Context: an optimization exercise on an open-source flow, tuned for small area. The choices shown serve that exercise and are no tape-out recipe. Function not checked in this run: the RTL went through the layout flow alone. The clock cells of this run come from the design's own scripts or RTL, not from TritonCTS. The clock port is modelled as an ideal driver, which makes a skipped or thinned clock tree look cheaper than it is; a real chip needs a root buffer or a tree. Power figures rest on the tool's default switching activity, not on a simulated workload.

[design/flow/config.mk]
export PLATFORM = sky130hd
export DESIGN_NAME = top
export DESIGN_NICKNAME = top
export VERILOG_FILES = /design/flow/design.v
export SDC_FILE = /design/flow/constraint.sdc
export NUM_CORES = 4
export LEC_CHECK = 0
export CAP_MARGIN = 20
export CORE_MARGIN = 2
export CORE_UTILIZATION = 40
export SLEW_MARGIN = 20
[design/flow/constraint.sdc]
create_clock -name core_clock -period 10.0 [get_ports {clk}]
set_input_delay 2.0000 -clock core_clock [delete_from_list [all_inputs] [get_ports {clk}]]
set_output_delay 2.0000 -clock core_clock [all_outputs]
set_load 0.01 [all_outputs]
[design/flow/design.v]
module readinput(
    input clk, rst,
    input [15:0] SW,
    output reg [3:0] car_nb,
    output wire [15:0] sel,
    output reg enter, exit
    );
    reg [15:0] presentn;   
    wire [15:0] present = ~presentn;
    reg diffr, diff2;
    reg [3:0] code;
    wire [15:0] d = SW ^ present;
    wire [3:0] hi = {|(d & 16'hff00), |(d & 16'hf0f0), |(d & 16'hcccc), |(d & 16'haaaa)};
    wire [3:0] lo = {|(d & 16'h00ff), |(d & 16'h0f0f), |(d & 16'h3333), |(d & 16'h5555)};
    wire multi = |(hi & lo);
    assign sel = 16'd1 << car_nb;
    wire b = |(sel & present);
    always @(posedge clk) begin
        code <= multi ? 4'd0 : hi;
        if (diffr) car_nb <= code;
        if (!rst) begin
            presentn <= 16'hffff;
            diffr <= 1'b0;
            diff2 <= 1'b0;
            enter <= 1'b0;
            exit <= 1'b0;
        end else begin
            presentn <= ~SW;
            diffr <= hi[0] | lo[0];
            diff2 <= diffr;
            enter <= diff2 & b;
            exit <= diff2 & ~b;
        end
    end
endmodule
module parking_controller(
    input clk, rst, enter, we, v, leave, pw_correct, pwdone,
    input [15:0] sel,
    output wire full,
    output reg [15:0] LED,
    output reg [1:0] segstate
    );
    localparam [1:0] SFULL = 2'b01, SENTER = 2'b11, SERROR = 2'b10, SOFF = 2'b00;
    assign full = &LED;
    integer i;
    always @(posedge clk) begin
        if (!rst) begin
            LED <= 16'd0;
            segstate <= SOFF;
        end else begin
            for (i = 0; i < 16; i = i + 1)
                if (we & sel[i]) LED[i] <= v;
            if (full & ~leave) segstate <= SFULL;
            else if (enter | leave) segstate <= SOFF;
            else if (pwdone) segstate <= pw_correct ? SENTER : SERROR;
        end
    end
endmodule
module pwread(
    input BTNL, BTNR, BTNU, BTND, BTNC,
    output wire pw_entered,
    output wire [2:0] TriLED2
    );
    assign pw_entered = BTNL | BTNR | BTNU | BTND | BTNC;
    assign TriLED2 = {2'b00, pw_entered};
endmodule
module pwcheck(
    input clk, rst, exit, enter, full,
    input BTNL, BTNR, BTNU, BTND, BTNC,
    output wire we, v, leave, pwstart, pwdone, pw_correct
    );
    reg x, err, h;
    reg [1:0] k;
    wire e = BTNL | BTNR | BTNU | BTND | BTNC;
    wire nl = ~BTNL, nr = nl & ~BTNR, nu = nr & ~BTNU;
    reg match;
    always @(*) begin
        case (k)
            2'd0: match = BTNL;
            2'd1: match = nl & BTNR;
            2'd2: match = nr & BTNU;
            default: match = nu & ~BTND & BTNC;
        endcase
    end
    wire last = h & (k == 2'd3);
    wire idle = err & ~h & (k == 2'd0);
    assign we = x & ~err;
    assign v = h;
    assign leave = x & ~err & ~h;
    assign pwstart = rst & ~x;
    assign pwdone = pwstart & last;
    assign pw_correct = pwdone & ~err;
    always @(posedge clk) begin
        if (!rst) begin
            x <= 1'b1; err <= 1'b1; h <= 1'b0; k <= 2'd0;
        end else if (x) begin
            x <= ~(err & ~exit & enter & ~full);
            err <= ~(err & exit);
            h <= 1'b0;
            k <= 2'd0;
        end else if (last) begin
            x <= 1'b1;
            h <= ~err;
            k <= 2'd0;
        end else begin
            h <= e & (h | ~idle);
            if (h & ~e) k <= k + 2'd1;
            if (idle) err <= ~e;
            else if (~h) err <= err | (e & ~match);
        end
    end
endmodule
module sevensegment(
    input clk, rst,
    input [1:0] segstate,
    output wire [7:0] digit,
    output reg [6:0] seg
    );
    localparam [13:0] SEEDQ = 14'd13582, TERMQ = 14'd1045, TMASK = 14'b10101010111111;
    reg [13:0] q;
    reg t;
    reg [2:0] idx;
    wire tc = ((q ^ TERMQ) & TMASK) == 14'd0;
    always @(posedge clk) begin
        if (!rst | tc) q <= SEEDQ;
        else q <= {~q[12:0], q[13] ^ q[12]};
        if (!rst) {idx, t} <= 4'b0001;
        else if (tc) {idx, t} <= {idx, t} + 4'd1;
    end
    assign digit = ~(8'd1 << idx);
    always @(*) begin
        case ({segstate, idx})
            5'b01_000: seg = 7'b1110001;
            5'b01_001: seg = 7'b1110001;
            5'b01_010: seg = 7'b1000001;
            5'b01_011: seg = 7'b0111000;
            5'b11_000: seg = 7'b1111010;
            5'b11_001: seg = 7'b0110000;
            5'b11_010: seg = 7'b1110000;
            5'b11_011: seg = 7'b1101010;
            5'b11_100: seg = 7'b0110000;
            5'b10_000: seg = 7'b1111010;
            5'b10_001: seg = 7'b1100010;
            5'b10_010: seg = 7'b1111010;
            5'b10_011: seg = 7'b1111010;
            5'b10_100: seg = 7'b0110000;
            default: seg = 7'b1111111;
        endcase
    end
endmodule
module top(
    clk, rst, BTNL, BTNR, BTNU, BTND, BTNC, SW,
    LED, TriLED1, TriLED2, seg, digit
    );
    input clk;
    input rst;
    input BTNL, BTNR, BTNU, BTND, BTNC;
    input [15:0] SW;
    output [15:0] LED;
    output [6:0] seg;
    output [7:0] digit;
    output [2:0] TriLED1, TriLED2;
    wire enter, exit, full, pw_correct, pwdone, pw_entered, pwstart, we, v, leave;
    wire [3:0] car_nb;
    wire [15:0] sel;
    wire [1:0] segstate;
    assign TriLED1 = {1'b0, pwstart, 1'b0};
    readinput RI(.clk(clk), .rst(rst), .SW(SW), .car_nb(car_nb), .sel(sel), .enter(enter), .exit(exit));
    pwcheck PWC(.clk(clk), .rst(rst), .exit(exit), .enter(enter), .full(full),
        .BTNL(BTNL), .BTNR(BTNR), .BTNU(BTNU), .BTND(BTND), .BTNC(BTNC),
        .we(we), .v(v), .leave(leave), .pwstart(pwstart), .pwdone(pwdone), .pw_correct(pw_correct));
    parking_controller PC(.clk(clk), .rst(rst), .enter(enter), .we(we), .v(v), .leave(leave),
        .pw_correct(pw_correct), .pwdone(pwdone), .sel(sel), .full(full), .LED(LED), .segstate(segstate));
    pwread PWR(.BTNL(BTNL), .BTNR(BTNR), .BTNU(BTNU), .BTND(BTND), .BTNC(BTNC),
        .pw_entered(pw_entered), .TriLED2(TriLED2));
    sevensegment SS(.clk(clk), .rst(rst), .segstate(segstate), .digit(digit), .seg(seg));
endmodule
[design/flow/flow/run.sh]
#!/bin/bash
# The standard layout (standard.sh) with:
#  - synthesis: the standard script, but the logic is mapped by the smallest
#    of several area-oriented ABC scripts (synth.tcl), and no half-adder cells
#  - port buffers: buf_1 instead of the default
#  - one tie cell drives all the constant outputs
#  - clock: the clock port drives a few clock buffers, each driving a group
#    of registers (cts.tcl)
set -euo pipefail
F=$PWD/flow
export ABC_SCRIPTS="$(ls $F/abc_*.script | tr '\n' ' ')"
export CLOCK_BUF_CELL=${CLOCK_BUF_CELL:-sky130_fd_sc_hd__clkbuf_8}
export CLOCK_GROUPS=${CLOCK_GROUPS:-4}
export CLOCK_ROOT_CELL=${CLOCK_ROOT_CELL:-}
bash standard.sh \
  "SYNTH_SCRIPT=$F/synth.tcl" \
  "ADDER_MAP_FILE=" \
  "BUFFER_PORTS_ARGS=-buffer_cell sky130_fd_sc_hd__buf_1" \
  "PRE_CTS_TCL=$F/cts.tcl" \
  "SKIP_REPAIR_TIE_FANOUT=1" \
  finish > standard.log 2>&1
[design/flow/flow/abc_a3.script]
&get -n
&st
&syn2
&dch
&nf -R 1000 -p -a
&put
topo
dnsize -c
[design/flow/flow/abc_b7.script]
strash
&get -n
&fraig -x
&put
scorr
dc2
dretime
strash
&get -n
&dch -f
&nf -R 1000 -p -a
&put
topo
dnsize -c
[design/flow/flow/abc_b8.script]
&get -n
&st
&syn2
&dch
&nf -R 1000 -p -a
&put
amap
topo
dnsize -c
[design/flow/flow/abc_c2.script]
strash
dch -f
amap -m
topo
dnsize -c
[design/flow/flow/abc_c3.script]
&get -n
&st
&syn2
&dch
&put
amap
topo
dnsize -c
[design/flow/flow/abc_c5.script]
strash
dc2
dch
amap
topo
dnsize -c
[design/flow/flow/abc_c6.script]
&get -n
&st
&syn2
&dch
&nf -R 1000 -p -a
&put
mfs
amap
topo
dnsize -c
[design/flow/flow/abc_c8.script]
&get -n
&st
&syn2
&dch
&nf -R 1000 -p -a
&put
strash
dch
amap
topo
dnsize -c
[design/flow/flow/abc_d1.script]
&get -n
&st
&syn2
&dch -f
&nf -R 1000 -p -a
&put
strash
dch -f
amap
topo
dnsize -c
[design/flow/flow/abc_d2.script]
&get -n
&st
&syn2
&dch
&nf -R 1000 -p -a
&put
strash
dch
amap -m
topo
dnsize -c
[design/flow/flow/abc_d3.script]
&get -n
&st
&syn3
&dch
&nf -R 1000 -p -a
&put
strash
dch
amap
topo
dnsize -c
[design/flow/flow/abc_d4.script]
&get -n
&st
&synch2
&dch
&nf -R 1000 -p -a
&put
strash
dch
amap
topo
dnsize -c
[design/flow/flow/abc_d5.script]
strash
dc2
dch
amap
topo
dnsize -c
[design/flow/flow/abc_d6.script]
strash
&get -n
&fraig -x
&put
scorr
dc2
strash
&get -n
&dch -f
&nf -R 1000 -p -a
&put
strash
dch
amap
topo
dnsize -c
[design/flow/flow/abc_d7.script]
&get -n
&st
&syn2
&dch
&nf -R 1000 -p
&put
amap
topo
dnsize -c
[design/flow/flow/abc_d8.script]
strash
dch
amap
strash
dch
amap
topo
dnsize -c
[design/flow/flow/abc_d9.script]
&get -n
&st
&dc2
&dch
&nf -R 1000 -p -a
&put
amap
topo
dnsize -c
[design/flow/flow/abc_e1.script]
strash
ifraig
dc2
dch -f
amap
topo
dnsize -c
[design/flow/flow/abc_e2.script]
strash
drw
drf
dch
amap
topo
dnsize -c
[design/flow/flow/abc_e3.script]
&get -n
&st
&syn2
&dch
&nf -R 1000 -p -a -C 32 -F 8 -A 8
&put
amap
topo
dnsize -c
[design/flow/flow/abc_ja_100_0.script]
&get -n
&st
&deepsyn -J 100 -S 0
&put
strash
dch
amap
topo
dnsize -c
[design/flow/flow/abc_ja_20_0.script]
&get -n
&st
&deepsyn -J 20 -S 0
&put
strash
dch
amap
topo
dnsize -c
[design/flow/flow/abc_jn_100_5.script]
&get -n
&st
&deepsyn -J 100 -S 5
&dch
&nf -R 1000 -p -a
&put
amap
topo
dnsize -c
[design/flow/flow/abc_jn_20_0.script]
&get -n
&st
&deepsyn -J 20 -S 0
&dch
&nf -R 1000 -p -a
&put
amap
topo
dnsize -c
[design/flow/flow/abc_jn_20_1.script]
&get -n
&st
&deepsyn -J 20 -S 1
&dch
&nf -R 1000 -p -a
&put
amap
topo
dnsize -c
[design/flow/flow/abc_jn_20_5.script]
&get -n
&st
&deepsyn -J 20 -S 5
&dch
&nf -R 1000 -p -a
&put
amap
topo
dnsize -c
[design/flow/flow/cts.tcl]
rename clock_tree_synthesis _ctsorig_clock_tree_synthesis
proc clock_tree_synthesis {args} {
  set block [ord::get_db_block]
  set dbu [$block getDefUnits]
  set regs {}
  foreach inst [$block getInsts] {
    if { [[$inst getMaster] isSequential] } {
      set bb [$inst getBBox]
      lappend regs [list [expr {([$bb xMin] + [$bb xMax]) / 2}] \
                         [expr {([$bb yMin] + [$bb yMax]) / 2}] [$inst getName]]
    }
  }
  set groups [list [lsort -integer -index 0 $regs]]
  # split the largest group in two, along its wider side, until there are enough
  while { [llength $groups] < $::env(CLOCK_GROUPS) } {
    set groups [lsort -command {apply {{a b} {expr {[llength $b] - [llength $a]}}}} $groups]
    set g [lindex $groups 0]
    set xs [lsort -integer [lmap r $g {lindex $r 0}]]
    set ys [lsort -integer [lmap r $g {lindex $r 1}]]
    set idx [expr {([lindex $xs end] - [lindex $xs 0]) >= ([lindex $ys end] - [lindex $ys 0]) ? 0 : 1}]
    set g [lsort -integer -index $idx $g]
    set h [expr {[llength $g] / 2}]
    set groups [lreplace $groups 0 0 [lrange $g 0 [expr {$h - 1}]] [lrange $g $h end]]
  }
  set i 0
  foreach g $groups {
    set sx 0; set sy 0; set pins {}
    foreach r $g {
      set sx [expr {$sx + [lindex $r 0]}]
      set sy [expr {$sy + [lindex $r 1]}]
      lappend pins [get_pins [lindex $r 2]/CLK]
    }
    set x [expr {double($sx) / [llength $g] / $dbu}]
    set y [expr {double($sy) / [llength $g] / $dbu}]
    puts "clock buffer $i at $x $y for [llength $g] registers"
    insert_buffer -buffer_cell $::env(CLOCK_BUF_CELL) -net clk -load_pins $pins \
      -location [list $x $y] -buffer_name clkbuf_$i -net_name clknet_$i
    incr i
  }
  if { [info exists ::env(CLOCK_ROOT_CELL)] && $::env(CLOCK_ROOT_CELL) ne "" } {
    # one root buffer, at the centre of the group buffers, drives them
    set sx 0; set sy 0; set pins {}
    foreach it [[$block findNet clk] getITerms] {
      set bb [[$it getInst] getBBox]
      set sx [expr {$sx + ([$bb xMin] + [$bb xMax]) / 2}]
      set sy [expr {$sy + ([$bb yMin] + [$bb yMax]) / 2}]
      lappend pins [get_pins [[$it getInst] getName]/[[$it getMTerm] getName]]
    }
    set x [expr {double($sx) / [llength $pins] / $dbu}]
    set y [expr {double($sy) / [llength $pins] / $dbu}]
    puts "clock root buffer at $x $y"
    insert_buffer -buffer_cell $::env(CLOCK_ROOT_CELL) -net clk -load_pins $pins \
      -location [list $x $y] -buffer_name clkbuf_root -net_name clknet_root
  }
  set_propagated_clock [all_clocks]
}
[design/flow/flow/synth.tcl]
# synth_recipe.tcl (the standard synthesis) with one change: the ABC pass that
# maps the logic is run with each area-oriented script in ABC_SCRIPTS (and
# the standard one), and the smallest result is kept. Registers are mapped
# before ABC, so they are the standard synthesis's.
proc synth {args} { yosys synth -nofsm -noshare {*}$args }

proc mapped_area {} {
  global lib_args
  set s [tee -q -s result.string stat {*}$lib_args]
  set area {}
  foreach line [split $s "\n"] {
    if { [regexp {Chip area for (top )?module '[^']*': ([0-9.]+)} $line -> _ a] } { set area $a }
  }
  return $area
}

proc best_abc {abc_args} {
  design -save pre_abc
  set best {}
  set best_area {}
  foreach script [concat [list [lindex $abc_args 1]] $::env(ABC_SCRIPTS)] {
    design -load pre_abc
    abc {*}[lreplace $abc_args 1 1 $script]
    opt_clean -purge
    set area [mapped_area]
    puts "ABC script $script: area $area"
    if { $area ne {} && ($best_area eq {} || $area < $best_area) } {
      set best $script
      set best_area $area
    }
  }
  puts "ABC script chosen: $best (area $best_area)"
  design -load pre_abc
  log_cmd abc {*}[lreplace $abc_args 1 1 $best]
}

set f [open $::env(SCRIPTS_DIR)/synth.tcl]; set s [read $f]; close $f
set n [regsub {log_cmd abc \{\*\}\$abc_args} $s {best_abc $abc_args} s]
if { $n != 1 } { error "abc call not found in synth.tcl" }
uplevel #0 $s
# left out here: clear keep_hierarchy, flatten, clean up, hide names made inside functions, write 1_2_yosys.v
[design/flow/standard.sh]
#!/bin/bash
# synth_recipe.tcl (not shown) runs the flow's synth.tcl, then flattens the netlist and writes it again
# the make line also repeats each setting of config.mk as NAME=value (left out here)
make -C /OpenROAD-flow-scripts/flow DESIGN_CONFIG=/design/flow/config.mk WORK_HOME=/design/flow/orfs CLKGATE_MAP_FILE= SYNTH_SCRIPT=/design/flow/synth_recipe.tcl "${@:-finish}"
==> flow_summary.json <==
{
  "synth_warnings": 4,
  "layout_commonest_cell": "dfxtp_1",
  "fin_crit_ns": 5.19,
  "synth_top_family_by_area": "simple AND/OR/NAND/NOR gates",
  "worst_hold_path_type": "reg2reg",
  "drc": 0,
  "ys_seq_elements": 69,
  "powerDensity_mw_per_mm2": 139,
  "die_x_um": 86.7,
  "antenna_found_initial": 0,
  "status": "finished clean",
  "crit_family": "buffers and inverters",
  "worst-r2r-setup-slack_ns": 7.70,
  "antenna_cells": 0,
  "synth_area_sq_mm": 0.00274,
  "groute.layer.met2.usage_pct": 26.2,
  "cts.repair.resized": 0,
  "power_switching_uw": 93.8,
  "grt_pass1_vias": 2145,
  "syn_to_final_growth_pct": 11.8,
  "cp-start-kind": "input pin",
  "ios": 60,
  "seqPwrFrac_pct": 68.0,
  "nNetsFinal": 422,
  "slew-limit-headroom_pct": 49.3,
  "busiest_layer": "met2",
  "cp_num_buf_inv": 4,
  "globalplace.congestion": 0.862,
  "synthXorXnorAreaFrac_pct": 0,
  "vias_per_cell": 5.22,
  "worst_skew_pair.late_latency_ns": 0.16,
  "min_period_over_period_pct": 51.9,
  "antenna_left": 0,
  "grt-ovfl-total": 0,
  "vias": 2492,
  "synthTopCellsByArea": "dfxtp_1 (48%), o21ai_0 (9.3%), nor2_1 (8.4%)",
  "worstSetupEndpointType": "output port",
  "multi_input_area_sq_mm": 0.00116,
  "timing.rr.start": "RI.car_nb[1]$_DFFE_PP_",
  "cp-startpoint": "rst",
  "ctsHoldBuffers": 0,
  "fin_skew_ns": 0.0129,
  "worst_path_max_delay_cell": "clkinv_1",
  "drt_wl_total_um": 5920,
  "crit_fanout": 23,
  "grt_use_met3_pct": 0.762,
  "wire_per_inst_um": 12.4,
  "cts_setup_buffers": 0,
  "cp.depth": 5,
  "setup_violations": 0,
  "hold-path-cell-count": 1,
  "synth_cell_types": 31,
  "hpwl_um": 4580,
  "synthAdderAreaFrac_pct": 0,
  "p_int_uw": 333,
  "synth_top_area_share_pct": 47.6,
  "synthCells": 343,
  "cpMostUsedCell": "buf_1",
  "core_sq_mm": 0.00672,
  "synthSimpleGateAreaFrac_pct": 25.0,
  "clk_pin_slew_ns": 0.09,
  "n_fill_cell": 704,
  "yosysSeqAreaShare_pct": 52.0,
  "p_sw_share_pct": 22.0,
  "yosys.area.top_type": "dfxtp_1",
  "post-route-util_pct": 45.5,
  "grt_usage_pct": 15.1,
  "drt_pre_antenna_iters": 4,
  "dieArea_sq_mm": 0.00752,
  "max_stage_delay_ns": 0.42,
  "finalSetupTns_ns": 0,
  "synth_nets": 366,
  "drive_gt1_share_pct": 1.26,
  "clkPwrFrac_pct": 24.6,
  "critical_path_class": "in2out",
  "grt_use_met1_pct": 21.3,
  "finalHoldViolations": 0,
  "cp.required_ns": 8.00,
  "arrival_ns": 3.19,
  "grt_max_degree": 24,
  "maxCapViolCount": 0,
  "syn_area_per_cell_sq_um": 7.97,
  "reg2reg_depth": 6,
  "rows": 30,
  "p_comb_share_pct": 7.4,
  "irDropWorstVdd_mv": 0.0612,
  "worstMarginPinSlew_ns": 0.741,
  "grt_pass1_wl_um": 9600,
  "synthMuxAreaShare_pct": 0,
  "worstPathCellList": "buf_1, buf_4, clkinv_1, nor2_1, buf_1",
  "drt_iter0_drc": 138,
  "synth-compound-area-share_pct": 17.3,
  "fmax_mhz": 193,
  "min-delay-start": "SS.q[1]$_SDFF_PP1_",
  "r2r_end": "RI.enter$_SDFF_PN0_",
  "port_buffers": 55,
  "rsz0062_at_grt": "no",
  "setup.worst_path.end": "TriLED1[1]",
  "initial_utilization_pct": 40.7,
  "die_y_um": 86.7,
  "finalMaxSlewViolations": 0,
  "final_cell_mix": "dfxtp_1 (65), nor2_1 (61), buf_1 (55)",
  "p_leak_nw": 1.05,
  "ff_latch_area_sq_mm": 0.00142
}
## how the worst min path moves through the flow
stage                          endpoint  slack, ns
finish               SS.q[2]$_SDFF_PP1_       0.38
global route         SS.q[2]$_SDFF_PP1_       0.39
CTS                  SS.q[2]$_SDFF_PP1_       0.39
detailed placement   SS.q[2]$_SDFF_PP1_       0.36
global placement     SS.q[2]$_SDFF_PP1_       0.36
floorplan           SS.q[12]$_SDFF_PP1_       0.35
## cell families (layout without fill, tap and decap cells)
group                  after synthesis  count (layout)
AO/OA/AOI/OAI                       83              83
buffers and inverters               35              89
flip-flops                          69              69
other                                1               1
AND/OR/NAND/NOR                    155             155
## metrics by stage
| step | power (mW) | hold WS, ns | area, sq um | setup WS (ns) | instances |
|---|---|---|---|---|---|
| floorplan | 0.316 | 0.352 | 2740 | 5.01 | 343 |
| global placement | 0.327 | 0.358 | 3000 | 4.80 | 473 |
| detailed placement | 0.328 | 0.362 | 3000 | 4.76 | 473 |
| CTS | 0.431 | 0.386 | 3060 | 4.77 | 477 |
| global route | 0.447 | 0.392 | 3060 | 4.65 | 477 |
| finish | 0.426 | 0.384 | 3060 | 4.81 | 477 |
## routing by layer
| metal | part of all wire (%) | vias up | routed length [um] |
|---|---|---|---|
| li1 | - | 1291 | - |
| met1 | 47 | 1113 | 2800 |
| met2 | 46 | 76 | 2710 |
| met3 | 4.9 | 12 | 287 |
| met4 | 2.0 | 0 | 116 |
| met5 | 0 | - | 0 |
## synth_stat cells (all sizes together)
cell     count
dfxtp       65
nor2        61
o21ai       51
nand2       49
clkinv      29
nor4        17
a21oi       12
nor3         8
buf          6
a211oi       4
edfxtp       4
nand2b       4
nand3        4
nand4        4
o211ai       4
a2111oi      3
and3         2
o22ai        2
or2          2
a221oi       1
a31oi        1
a41oi        1
and2         1
conb         1
nand4b       1
nor2b        1
o2111a       1
o21a         1
o31ai        1
o32ai        1
or4          1
## sequential cells by signal, summed over array words and instances (netlist names)
signal,count
SS.t,1
RI.enter,1
PWC.h,1
PWC.k,2
RI.diffr,1
RI.car_nb,4
RI.presentn,16
RI.diff2,1
PWC.x,1
PC.segstate,2
PWC.err,1
SS.idx,3
RI.code,4
SS.q,14
RI.exit,1
PC.LED,16
## worst register-to-register path: cells and delay by family, from the launching register on
kind / cells / cell delay (ns)
and+or+nand+nor: 2 / 0.55
AOI/OAI and AO/OA: 3 / 1.00
DFF: 1 / 0.42
buffers and inverters: 1 / 0.28
## final cells by class, without the clock buffers
class                      count  share of cell area [%]
inverter                      29                    3.56
multi-input combinational    239                    37.9
sequential                    69                    46.5
tap                           80                    3.27
timing repair buffer          56                    6.99
## power by group through the flow
stage / Clock [mW] / Sequential [mW] / Combinational, mW
after floorplan: 0 / 0.295 / 0.0204
after global placement: 0 / 0.297 / 0.0306
after detailed placement: 0 / 0.297 / 0.0311
after CTS: 0.109 / 0.290 / 0.0313
after global routing: 0.120 / 0.292 / 0.0353
final: 0.105 / 0.290 / 0.0314

-- static timing again, ports no longer ideal --
In the flow no input, the clock included, has a driving cell. The finished layout below was timed again as built, in two steps. Step 1: set_driving_cell puts a clkbuf_16 on clk and a buf_2 on each other input, an assumption about the parent block. Step 2 times the ports against the registers' clock, not the clock port: input delays grow and output delays shrink by t, the midpoint of the rising clock arrivals with the driver on. Slacks: no drivers / after step 1 / after step 2; pairs: no drivers / after step 1.
t (ns): 0.212
setup slack, ns: 4.808 / 4.786 / 4.786
worst setup path at the end: input to output
After both steps this run still meets setup and hold. The setup slack of this run moves by -0.022 ns with the drivers and by -0.022 ns with both steps.
